Context: an optimization exercise on an open-source flow, tuned for small area and a short achievable clock period. The choices shown serve that exercise and are no tape-out recipe. RTL that was checked went through simulation tests only; none was proved equivalent to the original. Only the layout flow was run in runs 3 and 4; the RTL was not checked for function there. Power and IR drop assume default switching activity.

`config.mk`:
```
export PLATFORM = sky130hd
export DESIGN_NAME = bolt_exec
export DESIGN_NICKNAME = bolt_exec
export VERILOG_FILES = /design/flow/design.v
export SDC_FILE = /design/flow/constraint.sdc
export NUM_CORES = 4
export LEC_CHECK = 0
export ABC_AREA = 1
export CAP_MARGIN = 20
export CORE_MARGIN = 2
export CORE_UTILIZATION = 40
export CTS_BUF_LIST = sky130_fd_sc_hd__clkbuf_8
export GPL_ROUTABILITY_DRIVEN = 0
export HOLD_SLACK_MARGIN = 0
export PLACE_DENSITY = 0.75
export SETUP_SLACK_MARGIN = 2.8
export SLEW_MARGIN = 20
export DONT_USE_CELLS += sky130_fd_sc_hd__fa_1 sky130_fd_sc_hd__fa_2 sky130_fd_sc_hd__fa_4 sky130_fd_sc_hd__ha_1 sky130_fd_sc_hd__ha_2 sky130_fd_sc_hd__ha_4
export BUFFER_PORTS_ARGS = -buffer_cell sky130_fd_sc_hd__buf_1
```
`constraint.sdc`:
```
create_clock -name core_clock -period 6.5 [get_ports {clk}]
set_input_delay 1.3000 -clock core_clock [delete_from_list [all_inputs] [get_ports {clk}]]
set_output_delay 1.3000 -clock core_clock [all_outputs]
set_load 0.01 [all_outputs]
```
`design.v`:
```
module pfx_main (
    input  logic [31:0] g,
    input  logic [31:0] p,
    output logic [31:0] G
);
    wire g1_1 = g[1] | (p[1] & g[0]);
    wire p1_1 = p[1] & p[0];
    wire g1_3 = g[3] | (p[3] & g[2]);
    wire p1_3 = p[3] & p[2];
    wire g1_5 = g[5] | (p[5] & g[4]);
    wire p1_5 = p[5] & p[4];
    wire g1_7 = g[7] | (p[7] & g[6]);
    wire p1_7 = p[7] & p[6];
    wire g1_9 = g[9] | (p[9] & g[8]);
    wire p1_9 = p[9] & p[8];
    wire g1_11 = g[11] | (p[11] & g[10]);
    wire p1_11 = p[11] & p[10];
    wire g1_13 = g[13] | (p[13] & g[12]);
    wire p1_13 = p[13] & p[12];
    wire g1_15 = g[15] | (p[15] & g[14]);
    wire p1_15 = p[15] & p[14];
    wire g1_17 = g[17] | (p[17] & g[16]);
    wire p1_17 = p[17] & p[16];
    wire g1_19 = g[19] | (p[19] & g[18]);
    wire p1_19 = p[19] & p[18];
    wire g1_21 = g[21] | (p[21] & g[20]);
    wire p1_21 = p[21] & p[20];
    wire g1_23 = g[23] | (p[23] & g[22]);
    wire p1_23 = p[23] & p[22];
    wire g1_25 = g[25] | (p[25] & g[24]);
    wire p1_25 = p[25] & p[24];
    wire g1_27 = g[27] | (p[27] & g[26]);
    wire p1_27 = p[27] & p[26];
    wire g1_29 = g[29] | (p[29] & g[28]);
    wire p1_29 = p[29] & p[28];
    wire g1_31 = g[31] | (p[31] & g[30]);
    wire p1_31 = p[31] & p[30];
    wire g2_2 = g[2] | (p[2] & g1_1);
    wire p2_2 = p[2] & p1_1;
    wire g2_3 = g1_3 | (p1_3 & g1_1);
    wire p2_3 = p1_3 & p1_1;
    wire g2_6 = g[6] | (p[6] & g1_5);
    wire p2_6 = p[6] & p1_5;
    wire g2_7 = g1_7 | (p1_7 & g1_5);
    wire p2_7 = p1_7 & p1_5;
    wire g2_10 = g[10] | (p[10] & g1_9);
    wire p2_10 = p[10] & p1_9;
    wire g2_11 = g1_11 | (p1_11 & g1_9);
    wire p2_11 = p1_11 & p1_9;
    wire g2_14 = g[14] | (p[14] & g1_13);
    wire p2_14 = p[14] & p1_13;
    wire g2_15 = g1_15 | (p1_15 & g1_13);
    wire p2_15 = p1_15 & p1_13;
    wire g2_18 = g[18] | (p[18] & g1_17);
    wire p2_18 = p[18] & p1_17;
    wire g2_19 = g1_19 | (p1_19 & g1_17);
    wire p2_19 = p1_19 & p1_17;
    wire g2_22 = g[22] | (p[22] & g1_21);
    wire p2_22 = p[22] & p1_21;
    wire g2_23 = g1_23 | (p1_23 & g1_21);
    wire p2_23 = p1_23 & p1_21;
    wire g2_26 = g[26] | (p[26] & g1_25);
    wire p2_26 = p[26] & p1_25;
    wire g2_27 = g1_27 | (p1_27 & g1_25);
    wire p2_27 = p1_27 & p1_25;
    wire g2_30 = g[30] | (p[30] & g1_29);
    wire p2_30 = p[30] & p1_29;
    wire g2_31 = g1_31 | (p1_31 & g1_29);
    wire p2_31 = p1_31 & p1_29;
    wire g3_4 = g[4] | (p[4] & g2_3);
    wire p3_4 = p[4] & p2_3;
    wire g3_5 = g1_5 | (p1_5 & g2_3);
    wire p3_5 = p1_5 & p2_3;
    wire g3_6 = g2_6 | (p2_6 & g2_3);
    wire p3_6 = p2_6 & p2_3;
    wire g3_7 = g2_7 | (p2_7 & g2_3);
    wire p3_7 = p2_7 & p2_3;
    wire g3_12 = g[12] | (p[12] & g2_11);
    wire p3_12 = p[12] & p2_11;
    wire g3_13 = g1_13 | (p1_13 & g2_11);
    wire p3_13 = p1_13 & p2_11;
    wire g3_14 = g2_14 | (p2_14 & g2_11);
    wire p3_14 = p2_14 & p2_11;
    wire g3_15 = g2_15 | (p2_15 & g2_11);
    wire p3_15 = p2_15 & p2_11;
    wire g3_20 = g[20] | (p[20] & g2_19);
    wire p3_20 = p[20] & p2_19;
    wire g3_21 = g1_21 | (p1_21 & g2_19);
    wire p3_21 = p1_21 & p2_19;
    wire g3_22 = g2_22 | (p2_22 & g2_19);
    wire p3_22 = p2_22 & p2_19;
    wire g3_23 = g2_23 | (p2_23 & g2_19);
    wire p3_23 = p2_23 & p2_19;
    wire g3_28 = g[28] | (p[28] & g2_27);
    wire p3_28 = p[28] & p2_27;
    wire g3_29 = g1_29 | (p1_29 & g2_27);
    wire p3_29 = p1_29 & p2_27;
    wire g3_30 = g2_30 | (p2_30 & g2_27);
    wire p3_30 = p2_30 & p2_27;
    wire g3_31 = g2_31 | (p2_31 & g2_27);
    wire p3_31 = p2_31 & p2_27;
    wire g4_8 = g[8] | (p[8] & g3_7);
    wire p4_8 = p[8] & p3_7;
    wire g4_9 = g1_9 | (p1_9 & g3_7);
    wire p4_9 = p1_9 & p3_7;
    wire g4_10 = g2_10 | (p2_10 & g3_7);
    wire p4_10 = p2_10 & p3_7;
    wire g4_11 = g2_11 | (p2_11 & g3_7);
    wire p4_11 = p2_11 & p3_7;
    wire g4_12 = g3_12 | (p3_12 & g3_7);
    wire p4_12 = p3_12 & p3_7;
    wire g4_13 = g3_13 | (p3_13 & g3_7);
    wire p4_13 = p3_13 & p3_7;
    wire g4_14 = g3_14 | (p3_14 & g3_7);
    wire p4_14 = p3_14 & p3_7;
    wire g4_15 = g3_15 | (p3_15 & g3_7);
    wire p4_15 = p3_15 & p3_7;
    wire g4_24 = g[24] | (p[24] & g3_23);
    wire p4_24 = p[24] & p3_23;
    wire g4_25 = g1_25 | (p1_25 & g3_23);
    wire p4_25 = p1_25 & p3_23;
    wire g4_26 = g2_26 | (p2_26 & g3_23);
    wire p4_26 = p2_26 & p3_23;
    wire g4_27 = g2_27 | (p2_27 & g3_23);
    wire p4_27 = p2_27 & p3_23;
    wire g4_28 = g3_28 | (p3_28 & g3_23);
    wire p4_28 = p3_28 & p3_23;
    wire g4_29 = g3_29 | (p3_29 & g3_23);
    wire p4_29 = p3_29 & p3_23;
    wire g4_30 = g3_30 | (p3_30 & g3_23);
    wire p4_30 = p3_30 & p3_23;
    wire g4_31 = g3_31 | (p3_31 & g3_23);
    wire p4_31 = p3_31 & p3_23;
    wire g5_16 = g[16] | (p[16] & g4_15);
    wire p5_16 = p[16] & p4_15;
    wire g5_17 = g1_17 | (p1_17 & g4_15);
    wire p5_17 = p1_17 & p4_15;
    wire g5_18 = g2_18 | (p2_18 & g4_15);
    wire p5_18 = p2_18 & p4_15;
    wire g5_19 = g2_19 | (p2_19 & g4_15);
    wire p5_19 = p2_19 & p4_15;
    wire g5_20 = g3_20 | (p3_20 & g4_15);
    wire p5_20 = p3_20 & p4_15;
    wire g5_21 = g3_21 | (p3_21 & g4_15);
    wire p5_21 = p3_21 & p4_15;
    wire g5_22 = g3_22 | (p3_22 & g4_15);
    wire p5_22 = p3_22 & p4_15;
    wire g5_23 = g3_23 | (p3_23 & g4_15);
    wire p5_23 = p3_23 & p4_15;
    wire g5_24 = g4_24 | (p4_24 & g4_15);
    wire p5_24 = p4_24 & p4_15;
    wire g5_25 = g4_25 | (p4_25 & g4_15);
    wire p5_25 = p4_25 & p4_15;
    wire g5_26 = g4_26 | (p4_26 & g4_15);
    wire p5_26 = p4_26 & p4_15;
    wire g5_27 = g4_27 | (p4_27 & g4_15);
    wire p5_27 = p4_27 & p4_15;
    wire g5_28 = g4_28 | (p4_28 & g4_15);
    wire p5_28 = p4_28 & p4_15;
    wire g5_29 = g4_29 | (p4_29 & g4_15);
    wire p5_29 = p4_29 & p4_15;
    wire g5_30 = g4_30 | (p4_30 & g4_15);
    wire p5_30 = p4_30 & p4_15;
    wire g5_31 = g4_31 | (p4_31 & g4_15);
    wire p5_31 = p4_31 & p4_15;
    assign G[0] = g[0];
    assign G[1] = g1_1;
    assign G[2] = g2_2;
    assign G[3] = g2_3;
    assign G[4] = g3_4;
    assign G[5] = g3_5;
    assign G[6] = g3_6;
    assign G[7] = g3_7;
    assign G[8] = g4_8;
    assign G[9] = g4_9;
    assign G[10] = g4_10;
    assign G[11] = g4_11;
    assign G[12] = g4_12;
    assign G[13] = g4_13;
    assign G[14] = g4_14;
    assign G[15] = g4_15;
    assign G[16] = g5_16;
    assign G[17] = g5_17;
    assign G[18] = g5_18;
    assign G[19] = g5_19;
    assign G[20] = g5_20;
    assign G[21] = g5_21;
    assign G[22] = g5_22;
    assign G[23] = g5_23;
    assign G[24] = g5_24;
    assign G[25] = g5_25;
    assign G[26] = g5_26;
    assign G[27] = g5_27;
    assign G[28] = g5_28;
    assign G[29] = g5_29;
    assign G[30] = g5_30;
    assign G[31] = g5_31;
endmodule
module pfx_tgt (
    input  logic [30:0] g,
    input  logic [30:0] p,
    output logic [30:0] G
);
    wire g1_1 = g[1] | (p[1] & g[0]);
    wire p1_1 = p[1] & p[0];
    wire g1_3 = g[3] | (p[3] & g[2]);
    wire p1_3 = p[3] & p[2];
    wire g1_5 = g[5] | (p[5] & g[4]);
    wire p1_5 = p[5] & p[4];
    wire g1_7 = g[7] | (p[7] & g[6]);
    wire p1_7 = p[7] & p[6];
    wire g1_9 = g[9] | (p[9] & g[8]);
    wire p1_9 = p[9] & p[8];
    wire g1_11 = g[11] | (p[11] & g[10]);
    wire p1_11 = p[11] & p[10];
    wire g1_13 = g[13] | (p[13] & g[12]);
    wire p1_13 = p[13] & p[12];
    wire g1_15 = g[15] | (p[15] & g[14]);
    wire p1_15 = p[15] & p[14];
    wire g1_17 = g[17] | (p[17] & g[16]);
    wire p1_17 = p[17] & p[16];
    wire g1_19 = g[19] | (p[19] & g[18]);
    wire p1_19 = p[19] & p[18];
    wire g1_21 = g[21] | (p[21] & g[20]);
    wire p1_21 = p[21] & p[20];
    wire g1_23 = g[23] | (p[23] & g[22]);
    wire p1_23 = p[23] & p[22];
    wire g1_25 = g[25] | (p[25] & g[24]);
    wire p1_25 = p[25] & p[24];
    wire g1_27 = g[27] | (p[27] & g[26]);
    wire p1_27 = p[27] & p[26];
    wire g1_29 = g[29] | (p[29] & g[28]);
    wire p1_29 = p[29] & p[28];
    wire g2_3 = g1_3 | (p1_3 & g1_1);
    wire p2_3 = p1_3 & p1_1;
    wire g2_7 = g1_7 | (p1_7 & g1_5);
    wire p2_7 = p1_7 & p1_5;
    wire g2_11 = g1_11 | (p1_11 & g1_9);
    wire p2_11 = p1_11 & p1_9;
    wire g2_15 = g1_15 | (p1_15 & g1_13);
    wire p2_15 = p1_15 & p1_13;
    wire g2_19 = g1_19 | (p1_19 & g1_17);
    wire p2_19 = p1_19 & p1_17;
    wire g2_23 = g1_23 | (p1_23 & g1_21);
    wire p2_23 = p1_23 & p1_21;
    wire g2_27 = g1_27 | (p1_27 & g1_25);
    wire p2_27 = p1_27 & p1_25;
    wire g3_7 = g2_7 | (p2_7 & g2_3);
    wire p3_7 = p2_7 & p2_3;
    wire g3_15 = g2_15 | (p2_15 & g2_11);
    wire p3_15 = p2_15 & p2_11;
    wire g3_23 = g2_23 | (p2_23 & g2_19);
    wire p3_23 = p2_23 & p2_19;
    wire g4_15 = g3_15 | (p3_15 & g3_7);
    wire p4_15 = p3_15 & p3_7;
    wire g6_23 = g3_23 | (p3_23 & g4_15);
    wire p6_23 = p3_23 & p4_15;
    wire g7_11 = g2_11 | (p2_11 & g3_7);
    wire p7_11 = p2_11 & p3_7;
    wire g7_19 = g2_19 | (p2_19 & g4_15);
    wire p7_19 = p2_19 & p4_15;
    wire g7_27 = g2_27 | (p2_27 & g6_23);
    wire p7_27 = p2_27 & p6_23;
    wire g8_5 = g1_5 | (p1_5 & g2_3);
    wire p8_5 = p1_5 & p2_3;
    wire g8_9 = g1_9 | (p1_9 & g3_7);
    wire p8_9 = p1_9 & p3_7;
    wire g8_13 = g1_13 | (p1_13 & g7_11);
    wire p8_13 = p1_13 & p7_11;
    wire g8_17 = g1_17 | (p1_17 & g4_15);
    wire p8_17 = p1_17 & p4_15;
    wire g8_21 = g1_21 | (p1_21 & g7_19);
    wire p8_21 = p1_21 & p7_19;
    wire g8_25 = g1_25 | (p1_25 & g6_23);
    wire p8_25 = p1_25 & p6_23;
    wire g8_29 = g1_29 | (p1_29 & g7_27);
    wire p8_29 = p1_29 & p7_27;
    wire g9_2 = g[2] | (p[2] & g1_1);
    wire p9_2 = p[2] & p1_1;
    wire g9_4 = g[4] | (p[4] & g2_3);
    wire p9_4 = p[4] & p2_3;
    wire g9_6 = g[6] | (p[6] & g8_5);
    wire p9_6 = p[6] & p8_5;
    wire g9_8 = g[8] | (p[8] & g3_7);
    wire p9_8 = p[8] & p3_7;
    wire g9_10 = g[10] | (p[10] & g8_9);
    wire p9_10 = p[10] & p8_9;
    wire g9_12 = g[12] | (p[12] & g7_11);
    wire p9_12 = p[12] & p7_11;
    wire g9_14 = g[14] | (p[14] & g8_13);
    wire p9_14 = p[14] & p8_13;
    wire g9_16 = g[16] | (p[16] & g4_15);
    wire p9_16 = p[16] & p4_15;
    wire g9_18 = g[18] | (p[18] & g8_17);
    wire p9_18 = p[18] & p8_17;
    wire g9_20 = g[20] | (p[20] & g7_19);
    wire p9_20 = p[20] & p7_19;
    wire g9_22 = g[22] | (p[22] & g8_21);
    wire p9_22 = p[22] & p8_21;
    wire g9_24 = g[24] | (p[24] & g6_23);
    wire p9_24 = p[24] & p6_23;
    wire g9_26 = g[26] | (p[26] & g8_25);
    wire p9_26 = p[26] & p8_25;
    wire g9_28 = g[28] | (p[28] & g7_27);
    wire p9_28 = p[28] & p7_27;
    wire g9_30 = g[30] | (p[30] & g8_29);
    wire p9_30 = p[30] & p8_29;
    assign G[0] = g[0];
    assign G[1] = g1_1;
    assign G[2] = g9_2;
    assign G[3] = g2_3;
    assign G[4] = g9_4;
    assign G[5] = g8_5;
    assign G[6] = g9_6;
    assign G[7] = g3_7;
    assign G[8] = g9_8;
    assign G[9] = g8_9;
    assign G[10] = g9_10;
    assign G[11] = g7_11;
    assign G[12] = g9_12;
    assign G[13] = g8_13;
    assign G[14] = g9_14;
    assign G[15] = g4_15;
    assign G[16] = g9_16;
    assign G[17] = g8_17;
    assign G[18] = g9_18;
    assign G[19] = g7_19;
    assign G[20] = g9_20;
    assign G[21] = g8_21;
    assign G[22] = g9_22;
    assign G[23] = g6_23;
    assign G[24] = g9_24;
    assign G[25] = g8_25;
    assign G[26] = g9_26;
    assign G[27] = g7_27;
    assign G[28] = g9_28;
    assign G[29] = g8_29;
    assign G[30] = g9_30;
endmodule
module pfx_inc (
    input  logic [29:0] g,
    input  logic [29:0] p,
    output logic [29:0] G
);
    wire g1_1 = g[1] | (p[1] & g[0]);
    wire p1_1 = p[1] & p[0];
    wire g1_3 = g[3] | (p[3] & g[2]);
    wire p1_3 = p[3] & p[2];
    wire g1_5 = g[5] | (p[5] & g[4]);
    wire p1_5 = p[5] & p[4];
    wire g1_7 = g[7] | (p[7] & g[6]);
    wire p1_7 = p[7] & p[6];
    wire g1_9 = g[9] | (p[9] & g[8]);
    wire p1_9 = p[9] & p[8];
    wire g1_11 = g[11] | (p[11] & g[10]);
    wire p1_11 = p[11] & p[10];
    wire g1_13 = g[13] | (p[13] & g[12]);
    wire p1_13 = p[13] & p[12];
    wire g1_15 = g[15] | (p[15] & g[14]);
    wire p1_15 = p[15] & p[14];
    wire g1_17 = g[17] | (p[17] & g[16]);
    wire p1_17 = p[17] & p[16];
    wire g1_19 = g[19] | (p[19] & g[18]);
    wire p1_19 = p[19] & p[18];
    wire g1_21 = g[21] | (p[21] & g[20]);
    wire p1_21 = p[21] & p[20];
    wire g1_23 = g[23] | (p[23] & g[22]);
    wire p1_23 = p[23] & p[22];
    wire g1_25 = g[25] | (p[25] & g[24]);
    wire p1_25 = p[25] & p[24];
    wire g1_27 = g[27] | (p[27] & g[26]);
    wire p1_27 = p[27] & p[26];
    wire g1_29 = g[29] | (p[29] & g[28]);
    wire p1_29 = p[29] & p[28];
    wire g2_3 = g1_3 | (p1_3 & g1_1);
    wire p2_3 = p1_3 & p1_1;
    wire g2_7 = g1_7 | (p1_7 & g1_5);
    wire p2_7 = p1_7 & p1_5;
    wire g2_11 = g1_11 | (p1_11 & g1_9);
    wire p2_11 = p1_11 & p1_9;
    wire g2_15 = g1_15 | (p1_15 & g1_13);
    wire p2_15 = p1_15 & p1_13;
    wire g2_19 = g1_19 | (p1_19 & g1_17);
    wire p2_19 = p1_19 & p1_17;
    wire g2_23 = g1_23 | (p1_23 & g1_21);
    wire p2_23 = p1_23 & p1_21;
    wire g2_27 = g1_27 | (p1_27 & g1_25);
    wire p2_27 = p1_27 & p1_25;
    wire g3_7 = g2_7 | (p2_7 & g2_3);
    wire p3_7 = p2_7 & p2_3;
    wire g3_15 = g2_15 | (p2_15 & g2_11);
    wire p3_15 = p2_15 & p2_11;
    wire g3_23 = g2_23 | (p2_23 & g2_19);
    wire p3_23 = p2_23 & p2_19;
    wire g4_15 = g3_15 | (p3_15 & g3_7);
    wire p4_15 = p3_15 & p3_7;
    wire g6_23 = g3_23 | (p3_23 & g4_15);
    wire p6_23 = p3_23 & p4_15;
    wire g7_11 = g2_11 | (p2_11 & g3_7);
    wire p7_11 = p2_11 & p3_7;
    wire g7_19 = g2_19 | (p2_19 & g4_15);
    wire p7_19 = p2_19 & p4_15;
    wire g7_27 = g2_27 | (p2_27 & g6_23);
    wire p7_27 = p2_27 & p6_23;
    wire g8_5 = g1_5 | (p1_5 & g2_3);
    wire p8_5 = p1_5 & p2_3;
    wire g8_9 = g1_9 | (p1_9 & g3_7);
    wire p8_9 = p1_9 & p3_7;
    wire g8_13 = g1_13 | (p1_13 & g7_11);
    wire p8_13 = p1_13 & p7_11;
    wire g8_17 = g1_17 | (p1_17 & g4_15);
    wire p8_17 = p1_17 & p4_15;
    wire g8_21 = g1_21 | (p1_21 & g7_19);
    wire p8_21 = p1_21 & p7_19;
    wire g8_25 = g1_25 | (p1_25 & g6_23);
    wire p8_25 = p1_25 & p6_23;
    wire g8_29 = g1_29 | (p1_29 & g7_27);
    wire p8_29 = p1_29 & p7_27;
    wire g9_2 = g[2] | (p[2] & g1_1);
    wire p9_2 = p[2] & p1_1;
    wire g9_4 = g[4] | (p[4] & g2_3);
    wire p9_4 = p[4] & p2_3;
    wire g9_6 = g[6] | (p[6] & g8_5);
    wire p9_6 = p[6] & p8_5;
    wire g9_8 = g[8] | (p[8] & g3_7);
    wire p9_8 = p[8] & p3_7;
    wire g9_10 = g[10] | (p[10] & g8_9);
    wire p9_10 = p[10] & p8_9;
    wire g9_12 = g[12] | (p[12] & g7_11);
    wire p9_12 = p[12] & p7_11;
    wire g9_14 = g[14] | (p[14] & g8_13);
    wire p9_14 = p[14] & p8_13;
    wire g9_16 = g[16] | (p[16] & g4_15);
    wire p9_16 = p[16] & p4_15;
    wire g9_18 = g[18] | (p[18] & g8_17);
    wire p9_18 = p[18] & p8_17;
    wire g9_20 = g[20] | (p[20] & g7_19);
    wire p9_20 = p[20] & p7_19;
    wire g9_22 = g[22] | (p[22] & g8_21);
    wire p9_22 = p[22] & p8_21;
    wire g9_24 = g[24] | (p[24] & g6_23);
    wire p9_24 = p[24] & p6_23;
    wire g9_26 = g[26] | (p[26] & g8_25);
    wire p9_26 = p[26] & p8_25;
    wire g9_28 = g[28] | (p[28] & g7_27);
    wire p9_28 = p[28] & p7_27;
    assign G[0] = g[0];
    assign G[1] = g1_1;
    assign G[2] = g9_2;
    assign G[3] = g2_3;
    assign G[4] = g9_4;
    assign G[5] = g8_5;
    assign G[6] = g9_6;
    assign G[7] = g3_7;
    assign G[8] = g9_8;
    assign G[9] = g8_9;
    assign G[10] = g9_10;
    assign G[11] = g7_11;
    assign G[12] = g9_12;
    assign G[13] = g8_13;
    assign G[14] = g9_14;
    assign G[15] = g4_15;
    assign G[16] = g9_16;
    assign G[17] = g8_17;
    assign G[18] = g9_18;
    assign G[19] = g7_19;
    assign G[20] = g9_20;
    assign G[21] = g8_21;
    assign G[22] = g9_22;
    assign G[23] = g6_23;
    assign G[24] = g9_24;
    assign G[25] = g8_25;
    assign G[26] = g9_26;
    assign G[27] = g7_27;
    assign G[28] = g9_28;
    assign G[29] = g8_29;
endmodule
module pfx_cmp (
    input  logic [31:0] g,
    input  logic [31:0] p,
    output logic [31:0] G
);
    wire g1_1 = g[1] | (p[1] & g[0]);
    wire p1_1 = p[1] & p[0];
    wire g1_3 = g[3] | (p[3] & g[2]);
    wire p1_3 = p[3] & p[2];
    wire g1_5 = g[5] | (p[5] & g[4]);
    wire p1_5 = p[5] & p[4];
    wire g1_7 = g[7] | (p[7] & g[6]);
    wire p1_7 = p[7] & p[6];
    wire g1_9 = g[9] | (p[9] & g[8]);
    wire p1_9 = p[9] & p[8];
    wire g1_11 = g[11] | (p[11] & g[10]);
    wire p1_11 = p[11] & p[10];
    wire g1_13 = g[13] | (p[13] & g[12]);
    wire p1_13 = p[13] & p[12];
    wire g1_15 = g[15] | (p[15] & g[14]);
    wire p1_15 = p[15] & p[14];
    wire g1_17 = g[17] | (p[17] & g[16]);
    wire p1_17 = p[17] & p[16];
    wire g1_19 = g[19] | (p[19] & g[18]);
    wire p1_19 = p[19] & p[18];
    wire g1_21 = g[21] | (p[21] & g[20]);
    wire p1_21 = p[21] & p[20];
    wire g1_23 = g[23] | (p[23] & g[22]);
    wire p1_23 = p[23] & p[22];
    wire g1_25 = g[25] | (p[25] & g[24]);
    wire p1_25 = p[25] & p[24];
    wire g1_27 = g[27] | (p[27] & g[26]);
    wire p1_27 = p[27] & p[26];
    wire g1_29 = g[29] | (p[29] & g[28]);
    wire p1_29 = p[29] & p[28];
    wire g1_31 = g[31] | (p[31] & g[30]);
    wire p1_31 = p[31] & p[30];
    wire g2_2 = g[2] | (p[2] & g1_1);
    wire p2_2 = p[2] & p1_1;
    wire g2_3 = g1_3 | (p1_3 & g1_1);
    wire p2_3 = p1_3 & p1_1;
    wire g2_6 = g[6] | (p[6] & g1_5);
    wire p2_6 = p[6] & p1_5;
    wire g2_7 = g1_7 | (p1_7 & g1_5);
    wire p2_7 = p1_7 & p1_5;
    wire g2_10 = g[10] | (p[10] & g1_9);
    wire p2_10 = p[10] & p1_9;
    wire g2_11 = g1_11 | (p1_11 & g1_9);
    wire p2_11 = p1_11 & p1_9;
    wire g2_14 = g[14] | (p[14] & g1_13);
    wire p2_14 = p[14] & p1_13;
    wire g2_15 = g1_15 | (p1_15 & g1_13);
    wire p2_15 = p1_15 & p1_13;
    wire g2_18 = g[18] | (p[18] & g1_17);
    wire p2_18 = p[18] & p1_17;
    wire g2_19 = g1_19 | (p1_19 & g1_17);
    wire p2_19 = p1_19 & p1_17;
    wire g2_22 = g[22] | (p[22] & g1_21);
    wire p2_22 = p[22] & p1_21;
    wire g2_23 = g1_23 | (p1_23 & g1_21);
    wire p2_23 = p1_23 & p1_21;
    wire g2_26 = g[26] | (p[26] & g1_25);
    wire p2_26 = p[26] & p1_25;
    wire g2_27 = g1_27 | (p1_27 & g1_25);
    wire p2_27 = p1_27 & p1_25;
    wire g2_30 = g[30] | (p[30] & g1_29);
    wire p2_30 = p[30] & p1_29;
    wire g2_31 = g1_31 | (p1_31 & g1_29);
    wire p2_31 = p1_31 & p1_29;
    wire g3_4 = g[4] | (p[4] & g2_3);
    wire p3_4 = p[4] & p2_3;
    wire g3_5 = g1_5 | (p1_5 & g2_3);
    wire p3_5 = p1_5 & p2_3;
    wire g3_6 = g2_6 | (p2_6 & g2_3);
    wire p3_6 = p2_6 & p2_3;
    wire g3_7 = g2_7 | (p2_7 & g2_3);
    wire p3_7 = p2_7 & p2_3;
    wire g3_12 = g[12] | (p[12] & g2_11);
    wire p3_12 = p[12] & p2_11;
    wire g3_13 = g1_13 | (p1_13 & g2_11);
    wire p3_13 = p1_13 & p2_11;
    wire g3_14 = g2_14 | (p2_14 & g2_11);
    wire p3_14 = p2_14 & p2_11;
    wire g3_15 = g2_15 | (p2_15 & g2_11);
    wire p3_15 = p2_15 & p2_11;
    wire g3_20 = g[20] | (p[20] & g2_19);
    wire p3_20 = p[20] & p2_19;
    wire g3_21 = g1_21 | (p1_21 & g2_19);
    wire p3_21 = p1_21 & p2_19;
    wire g3_22 = g2_22 | (p2_22 & g2_19);
    wire p3_22 = p2_22 & p2_19;
    wire g3_23 = g2_23 | (p2_23 & g2_19);
    wire p3_23 = p2_23 & p2_19;
    wire g3_28 = g[28] | (p[28] & g2_27);
    wire p3_28 = p[28] & p2_27;
    wire g3_29 = g1_29 | (p1_29 & g2_27);
    wire p3_29 = p1_29 & p2_27;
    wire g3_30 = g2_30 | (p2_30 & g2_27);
    wire p3_30 = p2_30 & p2_27;
    wire g3_31 = g2_31 | (p2_31 & g2_27);
    wire p3_31 = p2_31 & p2_27;
    wire g4_8 = g[8] | (p[8] & g3_7);
    wire p4_8 = p[8] & p3_7;
    wire g4_9 = g1_9 | (p1_9 & g3_7);
    wire p4_9 = p1_9 & p3_7;
    wire g4_10 = g2_10 | (p2_10 & g3_7);
    wire p4_10 = p2_10 & p3_7;
    wire g4_11 = g2_11 | (p2_11 & g3_7);
    wire p4_11 = p2_11 & p3_7;
    wire g4_12 = g3_12 | (p3_12 & g3_7);
    wire p4_12 = p3_12 & p3_7;
    wire g4_13 = g3_13 | (p3_13 & g3_7);
    wire p4_13 = p3_13 & p3_7;
    wire g4_14 = g3_14 | (p3_14 & g3_7);
    wire p4_14 = p3_14 & p3_7;
    wire g4_15 = g3_15 | (p3_15 & g3_7);
    wire p4_15 = p3_15 & p3_7;
    wire g4_24 = g[24] | (p[24] & g3_23);
    wire p4_24 = p[24] & p3_23;
    wire g4_25 = g1_25 | (p1_25 & g3_23);
    wire p4_25 = p1_25 & p3_23;
    wire g4_26 = g2_26 | (p2_26 & g3_23);
    wire p4_26 = p2_26 & p3_23;
    wire g4_27 = g2_27 | (p2_27 & g3_23);
    wire p4_27 = p2_27 & p3_23;
    wire g4_28 = g3_28 | (p3_28 & g3_23);
    wire p4_28 = p3_28 & p3_23;
    wire g4_29 = g3_29 | (p3_29 & g3_23);
    wire p4_29 = p3_29 & p3_23;
    wire g4_30 = g3_30 | (p3_30 & g3_23);
    wire p4_30 = p3_30 & p3_23;
    wire g4_31 = g3_31 | (p3_31 & g3_23);
    wire p4_31 = p3_31 & p3_23;
    wire g5_16 = g[16] | (p[16] & g4_15);
    wire p5_16 = p[16] & p4_15;
    wire g5_17 = g1_17 | (p1_17 & g4_15);
    wire p5_17 = p1_17 & p4_15;
    wire g5_18 = g2_18 | (p2_18 & g4_15);
    wire p5_18 = p2_18 & p4_15;
    wire g5_19 = g2_19 | (p2_19 & g4_15);
    wire p5_19 = p2_19 & p4_15;
    wire g5_20 = g3_20 | (p3_20 & g4_15);
    wire p5_20 = p3_20 & p4_15;
    wire g5_21 = g3_21 | (p3_21 & g4_15);
    wire p5_21 = p3_21 & p4_15;
    wire g5_22 = g3_22 | (p3_22 & g4_15);
    wire p5_22 = p3_22 & p4_15;
    wire g5_23 = g3_23 | (p3_23 & g4_15);
    wire p5_23 = p3_23 & p4_15;
    wire g5_24 = g4_24 | (p4_24 & g4_15);
    wire p5_24 = p4_24 & p4_15;
    wire g5_25 = g4_25 | (p4_25 & g4_15);
    wire p5_25 = p4_25 & p4_15;
    wire g5_26 = g4_26 | (p4_26 & g4_15);
    wire p5_26 = p4_26 & p4_15;
    wire g5_27 = g4_27 | (p4_27 & g4_15);
    wire p5_27 = p4_27 & p4_15;
    wire g5_28 = g4_28 | (p4_28 & g4_15);
    wire p5_28 = p4_28 & p4_15;
    wire g5_29 = g4_29 | (p4_29 & g4_15);
    wire p5_29 = p4_29 & p4_15;
    wire g5_30 = g4_30 | (p4_30 & g4_15);
    wire p5_30 = p4_30 & p4_15;
    wire g5_31 = g4_31 | (p4_31 & g4_15);
    wire p5_31 = p4_31 & p4_15;
    assign G[0] = g[0];
    assign G[1] = g1_1;
    assign G[2] = g2_2;
    assign G[3] = g2_3;
    assign G[4] = g3_4;
    assign G[5] = g3_5;
    assign G[6] = g3_6;
    assign G[7] = g3_7;
    assign G[8] = g4_8;
    assign G[9] = g4_9;
    assign G[10] = g4_10;
    assign G[11] = g4_11;
    assign G[12] = g4_12;
    assign G[13] = g4_13;
    assign G[14] = g4_14;
    assign G[15] = g4_15;
    assign G[16] = g5_16;
    assign G[17] = g5_17;
    assign G[18] = g5_18;
    assign G[19] = g5_19;
    assign G[20] = g5_20;
    assign G[21] = g5_21;
    assign G[22] = g5_22;
    assign G[23] = g5_23;
    assign G[24] = g5_24;
    assign G[25] = g5_25;
    assign G[26] = g5_26;
    assign G[27] = g5_27;
    assign G[28] = g5_28;
    assign G[29] = g5_29;
    assign G[30] = g5_30;
    assign G[31] = g5_31;
endmodule
module bolt_exec (
    input  logic        clk,
    input  logic        rst,      
    input  logic [31:0] instr,    
    input  logic [31:0] rs1,      
    input  logic [31:0] rs2,      
    input  logic [31:0] pc,       
    output logic [31:0] result,   
    output logic [31:0] next_pc,  
    output logic        branch,   
    output logic        reg_wr,   
    output logic        mem_wr,   
    output logic        mem_rd    
);
    logic [6:0] op;
    logic [2:0] f3;
    logic [6:0] f7;
    assign op = instr[6:0];
    assign f3 = instr[14:12];
    assign f7 = instr[31:25];
    logic op03, op13, op17, op23, op33, op37, op63, op67, op6f, op1b, op3b;
    assign op03 = (op == 7'h03);
    assign op13 = (op == 7'h13);
    assign op17 = (op == 7'h17);
    assign op23 = (op == 7'h23);
    assign op33 = (op == 7'h33);
    assign op37 = (op == 7'h37);
    assign op63 = (op == 7'h63);
    assign op67 = (op == 7'h67);
    assign op6f = (op == 7'h6F);
    assign op1b = (op == 7'h1B);
    assign op3b = (op == 7'h3B);
    logic i31, f7z, f7s;
    assign i31 = instr[31];
    assign f7z = (f7 == 7'h00);
    assign f7s = (f7 == 7'h20);
    logic use_rs2, is_s, sub;
    assign use_rs2 = op[5] & op[4];
    assign is_s    = ~op[6] & op[5];
    assign sub     = (op[4] & ~f3[2] & f3[1]) | (op[4] & op[5] & instr[30]);
    logic [31:0] bv, bx, ap, ag, sum;
    logic        cout;
    assign bv = use_rs2 ? rs2 : {{20{i31}}, instr[31:25], is_s ? instr[11:7] : instr[24:20]};
    assign bx = bv ^ {32{sub}};
    assign ap = rs1 ^ bx;    
    assign ag = rs1 & bx;    
    logic [31:0] aG;
    pfx_main u_add (.g({ag[31:1], ag[0] | (ap[0] & sub)}), .p(ap), .G(aG));
    assign sum  = ap ^ {aG[30:0], sub};
    assign cout = aG[31];
    logic ltu, lts;          
    assign ltu = ~cout;
    assign lts = ltu ^ rs1[31] ^ bv[31];
    logic [31:0] bxe, bG;
    logic bltu, blts, beq;
    assign bxe  = rs1 ^ rs2;
    pfx_cmp u_cmp (.g(bxe & rs2), .p(~bxe), .G(bG));
    assign bltu = bG[31];
    assign blts = bltu ^ rs1[31] ^ rs2[31];
    assign beq  = ~|bxe;
    logic        left;
    logic [31:0] shin, sho;
    logic [4:0]  sh;
    assign left = ~f3[2];
    assign sh   = bv[4:0];
    for (genvar i = 0; i < 32; i++) begin : rev
        assign shin[i] = left ? rs1[31-i] : rs1[i];
    end
    assign sho = $signed({instr[30] & rs1[31] & ~left, shin}) >>> sh;
    logic [31:0] timm, tgt, pc4;
    assign timm[0]     = 1'b0;
    assign timm[4:1]   = ~op[6] ? 4'd0 : (op[3] ? instr[24:21] : instr[11:8]);
    assign timm[10:5]  = ~op[6] ? 6'd0 : instr[30:25];
    assign timm[11]    = ~op[6] ? 1'b0 : (op[3] ? instr[20] : instr[7]);
    assign timm[19:12] = (op[6] & ~op[3]) ? {8{i31}} : instr[19:12];
    assign timm[30:20] = ~op[6] ? instr[30:20] : {11{i31}};
    assign timm[31]    = i31;
    assign tgt[0] = pc[0];
    logic [30:0] tp, tG;
    assign tp = pc[31:1] ^ timm[31:1];
    pfx_tgt u_tgt (.g(pc[31:1] & timm[31:1]), .p(tp), .G(tG));
    assign tgt[31:1] = tp ^ {tG[29:0], 1'b0};
    logic [29:0] iG;
    assign pc4[1:0] = pc[1:0];
    pfx_inc u_inc (.g({29'd0, pc[2]}), .p(pc[31:2]), .G(iG));
    assign pc4[31:2] = pc[31:2] ^ {iG[28:0], 1'b1};
    logic cond, taken;
    assign cond  = f3[2] ? ((f3[1] ? bltu : blts) ^ f3[0]) : (~f3[1] & (beq ^ f3[0]));
    assign taken = op63 & cond;
    logic alu_i, r_ok;
    logic s_sum, s_shl, s_shr, s_slt, s_sltu, s_xor, s_or, s_and, s_tgt, s_lui, s_pc4, s_hold;
    assign alu_i = op13 | op33;
    assign r_ok  = op13 | f7z;    
    assign s_sum  = ~rst & ((op03 & (f3 != 3'd7)) | (op23 & ~f3[2])
                          | (f3 == 3'd0 & (op13 | (op33 & (f7z | f7s))))) ;
    assign s_shl  = ~rst & alu_i & (f3 == 3'd1) & f7z;
    assign s_slt  = ~rst & alu_i & (f3 == 3'd2) & r_ok;
    assign s_sltu = ~rst & alu_i & (f3 == 3'd3) & r_ok;
    assign s_xor  = ~rst & alu_i & (f3 == 3'd4) & r_ok;
    assign s_shr  = ~rst & alu_i & (f3 == 3'd5) & (f7z | f7s);
    assign s_or   = ~rst & alu_i & (f3 == 3'd6) & r_ok;
    assign s_and  = ~rst & alu_i & (f3 == 3'd7) & r_ok;
    assign s_tgt  = ~rst & op17;
    assign s_lui  = ~rst & op37;
    assign s_pc4  = ~rst & (op6f | (op67 & (f3 == 3'd0)));
    assign s_hold = ~rst & ~(s_sum | s_shl | s_slt | s_sltu | s_xor | s_shr | s_or | s_and
                             | s_tgt | s_lui | s_pc4);
    logic [31:0] rval, luiv, shl;
    assign luiv = {instr[31:12], 12'd0};
    for (genvar i = 0; i < 32; i++) begin : rshl
        assign shl[i] = sho[31-i];
    end
    assign rval = ({32{s_sum}} & sum) | ({32{s_shl}} & shl) | ({32{s_shr}} & sho)
                | ({32{s_xor | s_or}} & ap) | ({32{s_or | s_and}} & ag)
                | ({32{s_tgt}} & tgt) | ({32{s_lui}} & luiv) | ({32{s_pc4}} & pc4)
                | ({32{s_hold}} & result)
                | {31'd0, (s_slt & lts) | (s_sltu & ltu)};
    logic jalr, n_tgt, n_sum, n_pc4;
    logic [31:0] nval;
    assign jalr  = op67 & (f3 == 3'd0);
    assign n_tgt = ~rst & (taken | op6f);
    assign n_sum = ~rst & jalr;
    assign n_pc4 = ~rst & ~(taken | op6f | jalr);
    assign nval  = ({32{n_tgt}} & tgt) | ({32{n_sum}} & {sum[31:1], 1'b0}) | ({32{n_pc4}} & pc4);
    logic wr;
    assign wr = op33 | op3b | op13 | op1b | op67 | op03 | op17 | op6f | op37;
    always_ff @(posedge clk) begin
        result  <= rval;
        next_pc <= nval;
        branch  <= ~rst & taken;
        reg_wr  <= ~rst & wr;
        mem_wr  <= ~rst & op23;
        mem_rd  <= ~rst & op03;
    end
endmodule
```
`flow/run.sh`:
```
#!/bin/bash
# Layout flow: the standard layout (standard.sh), with two changes to how the
# cells are chosen:
#  - the full and half adder cells are not used, so Yosys does not pre-map adder
#    bits to them and abc maps the whole datapath itself;
#  - the buffer that buffer_ports puts on every input and output port is buf_1.
# Every tool's full output goes to standard.log (make) and the ORFS logs under orfs/logs.
set -euo pipefail
cat >> config.mk <<'CFG'
export DONT_USE_CELLS += sky130_fd_sc_hd__fa_1 sky130_fd_sc_hd__fa_2 sky130_fd_sc_hd__fa_4 sky130_fd_sc_hd__ha_1 sky130_fd_sc_hd__ha_2 sky130_fd_sc_hd__ha_4
export BUFFER_PORTS_ARGS = -buffer_cell sky130_fd_sc_hd__buf_1
CFG
bash standard.sh > standard.log 2>&1
```
`standard.sh`:
```
#!/bin/bash
# synth_recipe.tcl (not shown) runs the flow's synth.tcl, then flattens the netlist and writes it again
# the make line also repeats each setting of config.mk as NAME=value (left out here)
make -C /OpenROAD-flow-scripts/flow DESIGN_CONFIG=/design/flow/config.mk WORK_HOME=/design/flow/orfs CLKGATE_MAP_FILE= SYNTH_SCRIPT=/design/flow/synth_recipe.tcl "${@:-finish}"
```
==> results of run 1 <==
==> synth_stat cells, types with 7 or more instances <==
cell type	n	area share
nor2_2	8	0.0043
o21ai_1	19	0.0082
o22ai_1	19	0.010
nand2_2	26	0.014
nor4_1	8	0.0043
nor3_1	15	0.0065
nand2_1	719	0.23
or2_2	30	0.016
clkinv_1	7	0.0023
buf_2	22	0.0095
xnor2_1	18	0.014
nand4_1	28	0.015
buf_6	10	0.0097
o211ai_1	39	0.025
a221oi_1	8	0.0060
o21ai_2	8	0.0060
inv_2	17	0.0055
nand3b_1	8	0.0052
clkbuf_1	42	0.014
a21oi_1	72	0.031
nand3_1	293	0.13
inv_1	239	0.077
xor2_1	56	0.042
o21ai_0	160	0.069
dfxtp_1	68	0.12
a31oi_1	9	0.0049
nor2_1	169	0.055
==> cells by family after synthesis <==
kind of cell | Yosys count | share of synthesized area
xor gates and xnor gates | 81 | 0.0657
buffers and inverters | 349 | 0.128
DFF | 68 | 0.117
AOI/OAI and AO/OA | 365 | 0.183
and+or+nand+nor | 1326 | 0.500
muxes | 6 | 0.00518
==> power breakdown <==
| group | internal, uW | leakage (uW) | switching [uW] |
|---|---|---|---|
| clock network | 176 | 0.0000968 | 221 |
| registers | 433 | 0.000557 | 7.73 |
| logic | 359 | 0.00596 | 879 |
| total | 969 | 0.00662 | 1110 |
==> metrics by stage <==
stage          instance area, um2   util
2_1_floorplan               11600      -
3_3_place_gp                12500  0.435
3_5_place_dp                12500  0.435
4_1_cts                     12900  0.452
5_1_grt                     13700  0.478
6_report                    13700  0.478
==> worst min-delay path by stage <==
| stage | end | slack [ns] | start |
|---|---|---|---|
| after floorplan | result[3]$_DFF_P_ | 0.53 | result[3]$_DFF_P_ |
| after global placement | result[3]$_DFF_P_ | 0.49 | result[3]$_DFF_P_ |
| after detailed placement | result[3]$_DFF_P_ | 0.50 | result[3]$_DFF_P_ |
| after CTS | result[3]$_DFF_P_ | 0.52 | result[3]$_DFF_P_ |
| after global routing | result[3]$_DFF_P_ | 0.54 | result[3]$_DFF_P_ |
| final | result[3]$_DFF_P_ | 0.52 | result[3]$_DFF_P_ |
==> timing repair <==
item                                    CTS  global route
cloned                                    4            11
buffers inserted                          8            21
resized for setup                        57           122
pin swaps                                 4            22
endpoints found under the setup margin   63            62
==> tightest hold or removal path, stage by stage (launching register included) <==
cell and delay [ns]:
dfxtp_1 0.34, a21oi_1 0.07, nand4_1 0.09
==> layer usage <==
| layer | part of all wire | up-vias |
|---|---|---|
| met5 | 0.0038 | - |
| met4 | 0.088 | 8 |
| met3 | 0.18 | 419 |
| met2 | 0.37 | 1611 |
| met1 | 0.35 | 7354 |
| li1 | - | 7541 |
==> area by class of cell <==
type,instances,share of cell area
Clock buffer,9,0.00906
Clock inverter,7,0.00494
Inverter,264,0.0781
Multi-Input combinational cell,1788,0.678
Sequential cell,68,0.0995
Tap cell,384,0.0351
Timing Repair Buffer,245,0.0941
Timing Repair inverter,2,0.00110
==> sequential cells by signal, indices dropped and copies added, names as in the netlist <==
name / flops
mem_wr: 1
result: 32
mem_rd: 1
reg_wr: 1
next_pc: 32
branch: 1
==> impl_metrics.ini, run 1 <==
[worst_setup_path]
cp.depth = 14
cpPeakStageDelay_ns = 0.48
r2r_slack_ns = 5.23
cp-startpoint = instr[6]
endpoint = result[2]$_DFF_P_
reg2reg_to = result[2]$_DFF_P_
ff2ff_path_depth = 4
cp_max_fo = 27
cp_top_family = buffers and inverters
crit_top_cell = nand2_1
end_kind = flip-flop
critical_path_class = primary input to flip-flop
critPathLaunchType = primary input
critPathSlowestCell = inv_1
critical_path_buf_inv_count = 6
arrival_ns = 4.13
required_ns = 6.73
crit_chain = clkbuf_4, buf_12, clkinv_16, nand2_1, inv_2, nand2_1, nor3_4, buf_4, inv_1, o22ai_1, a221oi_1, nand2_1, a21oi_2, o211ai_1
timing.rr.start = result[2]$_DFF_P_

[sta]
fin_tns_setup_ns = 0
whs_ns = 0.522
period_needed_ns = 3.90
slew_viol_final = 0
fin_skew_ns = 0
layout_worst_path_cycle_share = 0.599
slew_headroom = 0.447
setup_violations = 0
setup_ws_ns = 2.60
max_freq_mhz = 257
hold_viol_final = 0
rsz0062_at_grt = true
worst_slew_pin_slew_ns = 0.821

[yosys]
syn_area_um2 = 11600
ys_ff_latch = 68
ys_async_sr_fraction = 0
yosys_warnings = 1
synth_cell_type_count = 55
synth-seq-area-share = 0.117
syn_avg_cell_area_um2 = 5.28
syn_inst = 2195
synth_edf_count = 0
synth_nets = 2325
synth_flop_cell = dfxtp_1

[die]
die_area_um2 = 30400
io_pins = 198
core_area_um2 = 28600
initial_core_util = 0.405
die_h_um = 174
die_x_um = 174
num_rows = 62

[cts]
clk_latency_ns = 0.41
clk_pin_slew_ns = 0.10
clock_path_buffers = 2
cts.sinks = 68
cts_root_buf = clkbuf_8
tritoncts = done
cts_buffers = 9
cts_max_level = 3
hold_buffers = 0

[worst_hold_path]
hold_class = flip-flop to flip-flop
whs_path_depth = 2

[cells_and_area]
multi_input_area_um2 = 9270
final_cell_mix = 694 x nand2_1, 288 x nand3_1, 234 x inv_1
layout_commonest_cell = nand2_1
layout.cells.non_filler = 2767
syn_to_final_growth_pct = 17.9
antenna_cells = 0
fill_cells = 2993
drive_above_1_share = 0.116
ff_latch_area_um2 = 1360
num-nets-final = 2508

[global_routing]
busiest_layer = met2
grt_antenna_before_repair = 1
use_met1 = 0.424
grt_use_met2 = 0.464
met3_usage = 0.146
grtUsageTotal = 0.337
grt_max_degree = 50
grt_pass1_vias = 14510
grt_pass1_wl_um = 79600
grt-ovfl-total = 0

[place]
dp.cells = 2707
dp_hpwl_um = 41900
place_ws_ns = 1.23
port_buffers = 197

[detailed_routing]
ant_nets = 0
drtIter0Drc = 3617
dr.pass1.iters = 11
drc_errors = 0
vias = 16933
viasPerCell = 6.12
totalWireLength_um = 56400
wire_per_inst_um = 20.4

[pwr]
power.density_nw_per_um2 = 152
p_leak_uw = 0.00662
total_power_uw = 2080
vdd_drop_max_uv = 100

[flow_run]
cap_violations = 0

[run_status]
status = finished clean
==> inputs of run 2 (changes only) <==
--- a/config.mk
+++ b/config.mk
@@ -9,9 +9,7 @@
 export CAP_MARGIN = 20
 export CORE_MARGIN = 2
-export CORE_UTILIZATION = 40
+export CORE_UTILIZATION = 50
 export CTS_BUF_LIST = sky130_fd_sc_hd__clkbuf_8
-export GPL_ROUTABILITY_DRIVEN = 0
 export HOLD_SLACK_MARGIN = 0
-export PLACE_DENSITY = 0.75
 export SETUP_SLACK_MARGIN = 2.8
 export SLEW_MARGIN = 20
==> impl_metrics.ini, run 2 <==
[detailed_routing]
dr.pass1.iters = 9
wire_per_inst_um = 22.0
totalWireLength_um = 59000
vias = 16539
viasPerCell = 6.16
drc_errors = 0
ant_nets = 0
drtIter0Drc = 2526

[sta]
hold_viol_final = 0
worst_slew_pin_slew_ns = 0.659
fin_tns_setup_ns = 0
max_freq_mhz = 272
slew_headroom = 0.561
setup_violations = 0
slew_viol_final = 0
fin_skew_ns = 0
layout_worst_path_cycle_share = 0.566
rsz0062_at_grt = true
period_needed_ns = 3.68

[die]
num_rows = 55
die_h_um = 156
core_area_um2 = 22700
die_x_um = 156
io_pins = 198
die_area_um2 = 24400
initial_core_util = 0.511

[yosys]
synth_common_cells = 719 x nand2_1, 293 x nand3_1, 239 x inv_1, 169 x nor2_1, 160 x o21ai_0
synth_cell_type_count = 55
synth_most_common_cell = nand2_1
syn_avg_cell_area_um2 = 5.28
synth_flop_cell = dfxtp_1
yosys_warnings = 1
synth_top_cells_by_area = nand2_1 23%, nand3_1 13%, dfxtp_1 12%, inv_1 7.7%, o21ai_0 6.9%
ys_async_sr_fraction = 0
synth_top_area_share = 0.233
synth.largest_area_cell = nand2_1
ys_ff_latch = 68
synth_nets = 2325
synth_edf_count = 0
synth-seq-area-share = 0.117
syn_area_um2 = 11600
syn_inst = 2195

[worst_setup_path]
arrival_ns = 3.97
cp-startpoint = instr[5]
end_kind = flip-flop
reg2reg_to = result[23]$_DFF_P_
endpoint = result[27]$_DFF_P_
r2r_slack_ns = 5.33
critPathLaunchType = primary input
ff2ff_path_depth = 5
cp_max_fo = 16
critical_path_class = primary input to flip-flop
required_ns = 6.79
timing.rr.start = result[23]$_DFF_P_

[global_routing]
grt_max_degree = 72
grt_antenna_before_repair = 3
grt-ovfl-total = 0
grt_pass1_wl_um = 83600
grtUsageTotal = 0.456
grt_pass1_vias = 14518

[cells_and_area]
final_util = 0.604
fill_cells = 2378
layout_commonest_cell = nand2_1
num-nets-final = 2523
ff_latch_area_um2 = 1360
multi_input_area_um2 = 9360
reg_top3 = next_pc x32, result x32
syn_to_final_growth_pct = 18.2
final_cell_mix = 698 x nand2_1, 283 x nand3_1, 231 x inv_1
drive_above_1_share = 0.125

[place]
port_buffers = 197
dp_hpwl_um = 45200
routabilityCongestion = 1.10

[cts]
cts_root_buf = clkbuf_8
cts.sinks = 68
cts_max_level = 3
cts_buffers = 9
tritoncts = done
clock_path_buffers = 2
hold_buffers = 0
clk_pin_slew_ns = 0.10
clk_latency_ns = 0.40

[worst_hold_path]
hold_class = flip-flop to flip-flop

[pwr]
vdd_drop_max_uv = 100
power.density_nw_per_um2 = 155
p_leak_uw = 0.00667

[flow_run]
cap_violations = 0

[run_status]
status = finished clean
==> run 2: cell types whose count changed in the layout (fill, tap and decap cells not counted), sizes merged <==
cell,before,now
inv,255,257
clkbuf,24,21
diode,0,2
buf,230,246
clkinvlp,9,10
clkinv,8,6
nand2,762,763
==> run 2: metal layers <==
| layer | share of wire | wire, um | up-vias | global-route usage |
|---|---|---|---|---|
| met5 | 0.00020 | 12 | - | 0 |
| met4 | 0.078 | 4590 | 2 | 0.268 |
| met3 | 0.13 | 7390 | 301 | 0.107 |
| met2 | 0.43 | 25400 | 1185 | 0.727 |
| met1 | 0.37 | 21600 | 7466 | 0.560 |
| li1 | - | - | 7585 | - |
==> run 2: cells by family after synthesis <==
group,after synthesis,synth area share
simple gates,1326,0.500
compound gates,365,0.183
buf+inv,349,0.128
mux,6,0.00518
xor+xnor,81,0.0657
flops,68,0.117
==> run 2: how the worst min path moves through the flow <==
stage / startpoint / to / slack, ns / cells after the start
6_report: result[3]$_DFF_P_ / result[3]$_DFF_P_ / 0.52 / 2
2_1_floorplan: result[3]$_DFF_P_ / result[3]$_DFF_P_ / 0.53 / 2
5_1_grt: result[3]$_DFF_P_ / result[3]$_DFF_P_ / 0.57 / 2
3_5_place_dp: result[3]$_DFF_P_ / result[3]$_DFF_P_ / 0.49 / 2
3_3_place_gp: result[3]$_DFF_P_ / result[3]$_DFF_P_ / 0.49 / 2
4_1_cts: result[3]$_DFF_P_ / result[3]$_DFF_P_ / 0.51 / 2
==> run 2: timing repair <==
item | CTS | global route
endpoints found under the setup margin | 63 | 63
gates cloned | 6 | 9
hold endpoints to repair | 0 | 0
pin swaps | 4 | 24
buffers inserted | 9 | 33
resized for setup | 69 | 112
==> run 2: power breakdown <==
part	leakage [uW]	switching, uW	total (uW)	internal [uW]
logic	0.00602	892	1270	373
clock network	0.0000988	229	413	184
registers	0.000557	7.05	440	433
==> run 2: stage by stage <==
| stage | area (um2) | total power [uW] | std cells | hold WS, ns | setup slack, ns |
|---|---|---|---|---|---|
| 2_1_floorplan | 11600 | 1220 | 2195 | 0.528 | 3.20 |
| 3_3_place_gp | 12400 | 1520 | 2610 | 0.489 | 1.29 |
| 3_5_place_dp | 12400 | 1530 | 2610 | 0.485 | 1.25 |
| 4_1_cts | 12900 | 1970 | 2641 | 0.506 | 2.74 |
| 5_1_grt | 13700 | 2220 | 2683 | 0.566 | 2.75 |
| 6_report | 13700 | 2120 | 2685 | 0.521 | 2.82 |
==> run 2: cell type report <==
| class | count | area share |
|---|---|---|
| clock buffer | 9 | 0.00904 |
| timing repair inverter | 3 | 0.00155 |
| sequential | 68 | 0.0993 |
| inverter | 264 | 0.0760 |
| antenna | 2 | 0.000365 |
| multi-input combinational | 1789 | 0.683 |
| clock inverter | 7 | 0.00602 |
| timing repair buffer | 258 | 0.0988 |
| tap | 285 | 0.0260 |
==> run 2: critical path: stages <==
cell        delay, ns
buf_1            0.12
buf_12           0.19
nand2_8          0.13
inv_4            0.13
nand2_1          0.09
nand2_2          0.10
buf_12           0.16
clkinvlp_4       0.08
buf_4            0.19
o21ai_0          0.22
o21ai_0          0.11
o21ai_0          0.41
nand2_1          0.16
nand3_1          0.20
nand4_1          0.14
nor2_1           0.11
nand3_1          0.08
==> inputs of run 3 (changes only) <==
--- a/design.v
+++ b/design.v
@@ -711,6 +711,6 @@
     assign f7s = (f7 == 7'h20);
     logic use_rs2, is_s, sub;
-    assign use_rs2 = op[5] & op[4];
-    assign is_s    = ~op[6] & op[5];
+    assign use_rs2 = op[5] & (op[4] | (op[6] & ~op[2]));
+    assign is_s    = ~op[6] & op[5] & ~op[4];
     assign sub     = (op[4] & ~f3[2] & f3[1]) | (op[4] & op[5] & instr[30]);
     logic [31:0] bv, bx, ap, ag, sum;
==> flow/run.sh (replaced) <==
#!/bin/bash
# Layout flow: the standard layout (standard.sh), with two changes to how the
# cells are chosen:
#  - the full and half adder cells are not used, so Yosys does not pre-map adder
#    bits to them and abc maps the whole datapath itself;
#  - the buffer that buffer_ports puts on every input and output port is buf_2.
# Every tool's full output goes to standard.log (make) and the ORFS logs under orfs/logs.
set -euo pipefail
cat >> config.mk <<'CFG'
export DONT_USE_CELLS += sky130_fd_sc_hd__fa_1 sky130_fd_sc_hd__fa_2 sky130_fd_sc_hd__fa_4 sky130_fd_sc_hd__ha_1 sky130_fd_sc_hd__ha_2 sky130_fd_sc_hd__ha_4
export BUFFER_PORTS_ARGS = -buffer_cell sky130_fd_sc_hd__buf_2
CFG
bash standard.sh > standard.log 2>&1
--- a/config.mk
+++ b/config.mk
@@ -9,9 +9,8 @@
 export CAP_MARGIN = 20
 export CORE_MARGIN = 2
-export CORE_UTILIZATION = 50
-export CTS_BUF_LIST = sky130_fd_sc_hd__clkbuf_8
+export CORE_UTILIZATION = 40
 export HOLD_SLACK_MARGIN = 0
-export SETUP_SLACK_MARGIN = 2.8
+export SETUP_SLACK_MARGIN = 2.0
 export SLEW_MARGIN = 20
 export DONT_USE_CELLS += sky130_fd_sc_hd__fa_1 sky130_fd_sc_hd__fa_2 sky130_fd_sc_hd__fa_4 sky130_fd_sc_hd__ha_1 sky130_fd_sc_hd__ha_2 sky130_fd_sc_hd__ha_4
-export BUFFER_PORTS_ARGS = -buffer_cell sky130_fd_sc_hd__buf_1
+export BUFFER_PORTS_ARGS = -buffer_cell sky130_fd_sc_hd__buf_2
==> impl_metrics.ini, run 3 <==
[run_status]
status = finished clean

[global_routing]
grt_antenna_before_repair = 2
grt_max_degree = 67
met3_usage = 0.0732
use_met1 = 0.490
grt-ovfl-total = 0
busiest_layer = met2
grt_pass1_wl_um = 91500
grtUsageTotal = 0.396
grt_use_met2 = 0.656
grt_pass1_vias = 15385

[die]
num_rows = 62
io_pins = 198
initial_core_util = 0.408
die_h_um = 176
core_area_um2 = 28900
die_x_um = 176
die_area_um2 = 30800

[yosys]
yosys_warnings = 1
syn_avg_cell_area_um2 = 5.09
synth_edf_count = 0
synth_cell_type_count = 55
synth.largest_area_cell = nand2_1
synth_top_area_share = 0.266
synth_nets = 2446
synth-seq-area-share = 0.116
synth_flop_cell = dfxtp_1
syn_inst = 2316
syn_area_um2 = 11800
ys_async_sr_fraction = 0
synth_top_cells_by_area = nand2_1 27%, nand3_1 15%, dfxtp_1 12%, inv_1 8.2%, o21ai_0 5.5%
synth_common_cells = 835 x nand2_1, 342 x nand3_1, 257 x inv_1, 161 x nor2_1, 129 x o21ai_0
synth_most_common_cell = nand2_1
ys_ff_latch = 68

[cells_and_area]
final_cell_mix = 833 x nand2_1, 340 x nand3_1, 254 x inv_1
ff_latch_area_um2 = 1360
syn_to_final_growth_pct = 13.7
drive_above_1_share = 0.138
layout.cells.non_filler = 2847
num-nets-final = 2587
reg_top3 = next_pc x32, result x32
layout_commonest_cell = nand2_1
fill_cells = 3383
multi_input_area_um2 = 8980

[sta]
layout_worst_path_cycle_share = 0.665
fin_skew_ns = 0
fin_tns_setup_ns = 0
slew_headroom = 0.421
period_needed_ns = 4.33
setup_violations = 0
slew_viol_final = 0
worst_slew_pin_slew_ns = 0.863
rsz0062_at_grt = false
max_freq_mhz = 231
hold_viol_final = 0

[worst_setup_path]
critical_path_class = primary input to flip-flop
critPathSlowestCell = clkinvlp_2
cpPeakStageDelay_ns = 0.64
crit_top_cell = nand2_1
cp-startpoint = instr[6]
arrival_ns = 4.57
end_kind = flip-flop
required_ns = 6.74
endpoint = result[30]$_DFF_P_
critPathLaunchType = primary input
reg2reg_to = result[29]$_DFF_P_
ff2ff_path_depth = 8
r2r_slack_ns = 5.28
timing.rr.start = result[29]$_DFF_P_
cp_max_fo = 33
crit_chain = clkbuf_4, inv_8, nand2_2, nand3_2, inv_4, nand2_1, nand2_1, buf_4, clkinvlp_2, nand2_1, nand3_1, nand2_1, nand2_1, nand2_1, nor2_1, nor2_1, nand4_1

[place]
port_buffers = 197
dp.cells = 2827
routabilityCongestion = 1.08
dp_hpwl_um = 51500

[cts]
clk_latency_ns = 0.36
clock_path_buffers = 2
cts_root_buf = clkbuf_16
cts_max_level = 3
hold_buffers = 0
clk_pin_slew_ns = 0.07
cts_buffers = 9
cts.sinks = 68
tritoncts = done

[pwr]
vdd_drop_max_uv = 117
power.density_nw_per_um2 = 161
p_leak_uw = 0.00724

[detailed_routing]
viasPerCell = 5.83
totalWireLength_um = 62500
dr.pass1.iters = 6
drtIter0Drc = 1843
wire_per_inst_um = 21.9
vias = 16594
drc_errors = 0
ant_nets = 0

[worst_hold_path]
whs_path_depth = 2
hold_class = flip-flop to flip-flop

[flow_run]
cap_violations = 0
## run 3: cell families (layout without fill, tap and decap cells)
kind of cell	after synthesis	after routing	share of synthesized area
compound gates	351	351	0.178
xor+xnor	59	59	0.0439
buf+inv	369	515	0.126
flops	68	68	0.116
mux	1	1	0.000850
other cells	0	1	0
simple gates	1468	1468	0.535
## run 3: critical path: cells and delay by family
family	cells	cell delay [ns]
buffers and inverters	5	1.66
AND/OR/NAND/NOR	12	1.56
## run 3: worst min-delay path by stage
stage | from | endpoint | slack [ns]
5_1_grt | result[3]$_DFF_P_ | result[3]$_DFF_P_ | 0.62
3_5_place_dp | result[3]$_DFF_P_ | result[3]$_DFF_P_ | 0.56
3_3_place_gp | result[3]$_DFF_P_ | result[3]$_DFF_P_ | 0.56
2_1_floorplan | result[2]$_DFF_P_ | result[2]$_DFF_P_ | 0.52
6_report | result[3]$_DFF_P_ | result[3]$_DFF_P_ | 0.60
4_1_cts | result[3]$_DFF_P_ | result[3]$_DFF_P_ | 0.58
## run 3: per-layer routing
metal / part of all wire / up-vias
li1: - / 7839
met1: 0.39 / 7602
met2: 0.45 / 947
met3: 0.10 / 206
met4: 0.061 / 0
met5: 0 / -
## run 3: final cells by class
type / count / area share
diodes: 1 / 0.000187
clock buffers: 9 / 0.0168
clock inverters: 7 / 0.00607
inverters: 280 / 0.0807
multi-input cells: 1879 / 0.671
flip-flops and latches: 68 / 0.102
well taps: 384 / 0.0359
repair buffers: 217 / 0.0868
repair inverters: 2 / 0.000934
## run 3: stage by stage
step,worst slack (ns),utilization,instance area (um2),power [uW],hold WS [ns]
2_1_floorplan,3.15,-,11800,1210,0.518
3_3_place_gp,1.47,0.449,13000,1570,0.560
3_5_place_dp,1.44,0.449,13000,1580,0.560
4_1_cts,2.05,0.461,13300,2120,0.581
5_1_grt,2.00,0.464,13400,2280,0.623
6_report,2.17,0.464,13400,2160,0.599
## run 3: timing repair
item	4_1_cts	5_1_grt
cloned	0	2
gates resized for setup	4	23
setup endpoints to repair	35	54
buffers inserted	0	1
pin swaps	0	0
## run 3: power breakdown
part | switching (uW) | internal, uW | total (uW)
Combinational | 845 | 328 | 1170
Clock | 243 | 303 | 546
Sequential | 8.15 | 433 | 441
==> inputs of run 4 (changes only) <==
--- a/config.mk
+++ b/config.mk
@@ -11,5 +11,5 @@
 export CORE_UTILIZATION = 40
 export HOLD_SLACK_MARGIN = 0
-export SETUP_SLACK_MARGIN = 2.0
+export SETUP_SLACK_MARGIN = 2.6
 export SLEW_MARGIN = 20
 export DONT_USE_CELLS += sky130_fd_sc_hd__fa_1 sky130_fd_sc_hd__fa_2 sky130_fd_sc_hd__fa_4 sky130_fd_sc_hd__ha_1 sky130_fd_sc_hd__ha_2 sky130_fd_sc_hd__ha_4
==> impl_metrics.ini, run 4 <==
[die]
die_h_um = 176
num_rows = 62
initial_core_util = 0.408
io_pins = 198
core_area_um2 = 28900
die_x_um = 176
die_area_um2 = 30800

[place]
placement.cell_area_um2 = 13000
dp_hpwl_um = 51500
routabilityCongestion = 1.08
port_buffers = 197

[yosys]
synth_top_area_share = 0.266
synth_common_cells = 835 x nand2_1, 342 x nand3_1, 257 x inv_1, 161 x nor2_1, 129 x o21ai_0
synth_most_common_cell = nand2_1
synth_nets = 2446
synth_flop_cell = dfxtp_1
syn_inst = 2316
synth.largest_area_cell = nand2_1
synth_edf_count = 0
synth_cell_type_count = 55
ys_async_sr_fraction = 0
syn_area_um2 = 11800
syn_avg_cell_area_um2 = 5.09
yosys_warnings = 1
ys_ff_latch = 68
synth_top_cells_by_area = nand2_1 27%, nand3_1 15%, dfxtp_1 12%, inv_1 8.2%, o21ai_0 5.5%
synth-seq-area-share = 0.116

[flow_run]
cap_violations = 0

[sta]
fin_tns_setup_ns = 0
whs_ns = 0.606
slew_viol_final = 0
slew_headroom = 0.427
max_freq_mhz = 261
fin_skew_ns = 0
rsz0062_at_grt = true
setup_violations = 0
period_needed_ns = 3.84
hold_viol_final = 0
worst_slew_pin_slew_ns = 0.854
layout_worst_path_cycle_share = 0.590

[cts]
clk_latency_ns = 0.36
clk_pin_slew_ns = 0.07
clock_path_buffers = 2
hold_buffers = 0
cts_buffers = 9
cts.sinks = 68
cts_max_level = 3
cts_root_buf = clkbuf_16
tritoncts = done

[worst_setup_path]
critPathLaunchType = primary input
critical_path_class = primary input to flip-flop
arrival_ns = 4.07
required_ns = 6.74
cp_max_fo = 22
end_kind = flip-flop
ff2ff_path_depth = 6

[global_routing]
use_met1 = 0.493
grt_pass1_vias = 15490
met3_usage = 0.0777
grtUsageTotal = 0.400
grt_pass1_wl_um = 92400
grt_use_met2 = 0.666
grt-ovfl-total = 0
grt_max_degree = 67
grt_antenna_before_repair = 3
busiest_layer = met2

[cells_and_area]
final_cell_mix = 814 x nand2_1, 335 x nand3_1, 248 x inv_1
syn_to_final_growth_pct = 20.5
layout_commonest_cell = nand2_1
reg_top3 = next_pc x32, result x32
drive_above_1_share = 0.173
fin_area_um2 = 14200
fill_cells = 3311
num-nets-final = 2625

[pwr]
clock_power_share = 0.242
p_switching_uw = 1150
power.density_nw_per_um2 = 160
p_comb_frac = 0.563
internal_power_uw = 1120
total_power_uw = 2270
p_leak_uw = 0.00753
pwr-share-seq = 0.195
vdd_drop_max_uv = 116
switching_share = 0.507

[worst_hold_path]
hold_class = flip-flop to flip-flop
whs_path_depth = 3

[run_status]
status = finished clean

[detailed_routing]
wire_per_inst_um = 22.3
ant_nets = 0
drtIter0Drc = 2021
dr.pass1.iters = 7
vias = 17003
viasPerCell = 5.89
drc_errors = 0
totalWireLength_um = 64400
## run 4: critical path: stages
cell and delay, ns:
buf_12 0.14, inv_8 0.09, nand2_2 0.11, nand3_4 0.18, buf_12 0.22, buf_16 0.16, nand2_1 0.09, o211ai_1 0.12
buf_4 0.15, nand3_2 0.08, nand2_2 0.10, nor2_1 0.15, nand2_1 0.11, nor3_2 0.28, nand2_4 0.16, nand2_8 0.13
nand3_1 0.09, nand2_1 0.07, nand2_1 0.09, nand3_2 0.10, nand3_1 0.10
## run 4: per-layer routing
layer	wire length, um	up-vias
met3	6450	202
met2	29500	1032
met4	3360	2
met5	13	-
met1	25100	7855
li1	-	7912
## run 4: final timing paths
check / start / to / slack (ns)
worst max-delay path: instr[6] / next_pc[23]$_DFF_P_ / 2.66
worst min-delay path: result[5]$_DFF_P_ / result[5]$_DFF_P_ / 0.61
worst max register to register: result[0]$_DFF_P_ / result[0]$_DFF_P_ / 5.30
worst min register to register: result[5]$_DFF_P_ / result[5]$_DFF_P_ / 0.61
## run 4: through the flow
step / utilization / std cells / setup WS, ns
final: 0.492 / 2885 / 2.66
after global routing: 0.492 / 2884 / 2.53
after CTS: 0.469 / 2852 / 2.54
after detailed placement: 0.449 / 2827 / 1.44
after global placement: 0.449 / 2827 / 1.47
after floorplan: - / 2316 / 3.15
## run 4: final cells by class
class / count / area [um2] / share of cell area
Timing Repair Buffer: 251 / 1600 / 0.113
Multi-Input combinational cell: 1880 / 9280 / 0.654
Sequential cell: 68 / 1360 / 0.0959
Timing Repair inverter: 5 / 37.5 / 0.00265
Clock inverter: 7 / 81.3 / 0.00573
Antenna cell: 1 / 2.50 / 0.000176
Tap cell: 384 / 480 / 0.0339
Clock buffer: 9 / 225 / 0.0159
Inverter: 280 / 1120 / 0.0791
## run 4: cells by family after synthesis
group | after synthesis | synth area share
AND/OR/NAND/NOR | 1468 | 0.535
buffers and inverters | 369 | 0.126
multiplexers | 1 | 0.000850
XOR/XNOR | 59 | 0.0439
AO/OA/AOI/OAI | 351 | 0.178
flip-flops | 68 | 0.116
## run 4: power groups by stage
stage | Clock (uW) | Combinational (uW) | Sequential (uW)
after floorplan | 0 | 752 | 456
after global placement | 0 | 1120 | 450
after detailed placement | 0 | 1130 | 450
after CTS | 544 | 1160 | 441
after global routing | 559 | 1380 | 442
final | 549 | 1280 | 441
## run 4: what timing repair did
item,CTS,global route
endpoints found under the setup margin,62,63
buffers inserted,5,25
pin swaps,2,19
cloned,4,7
gates resized for setup,51,91
hold endpoints to repair,0,0

Setup slack of run 4, layout unchanged: 2.662 ns with ideal ports, 2.644 ns with driving cells assumed (clock clkbuf_16, inputs buf_2), 2.237 ns with port delays also shifted by the 0.407 ns mid clock arrival.
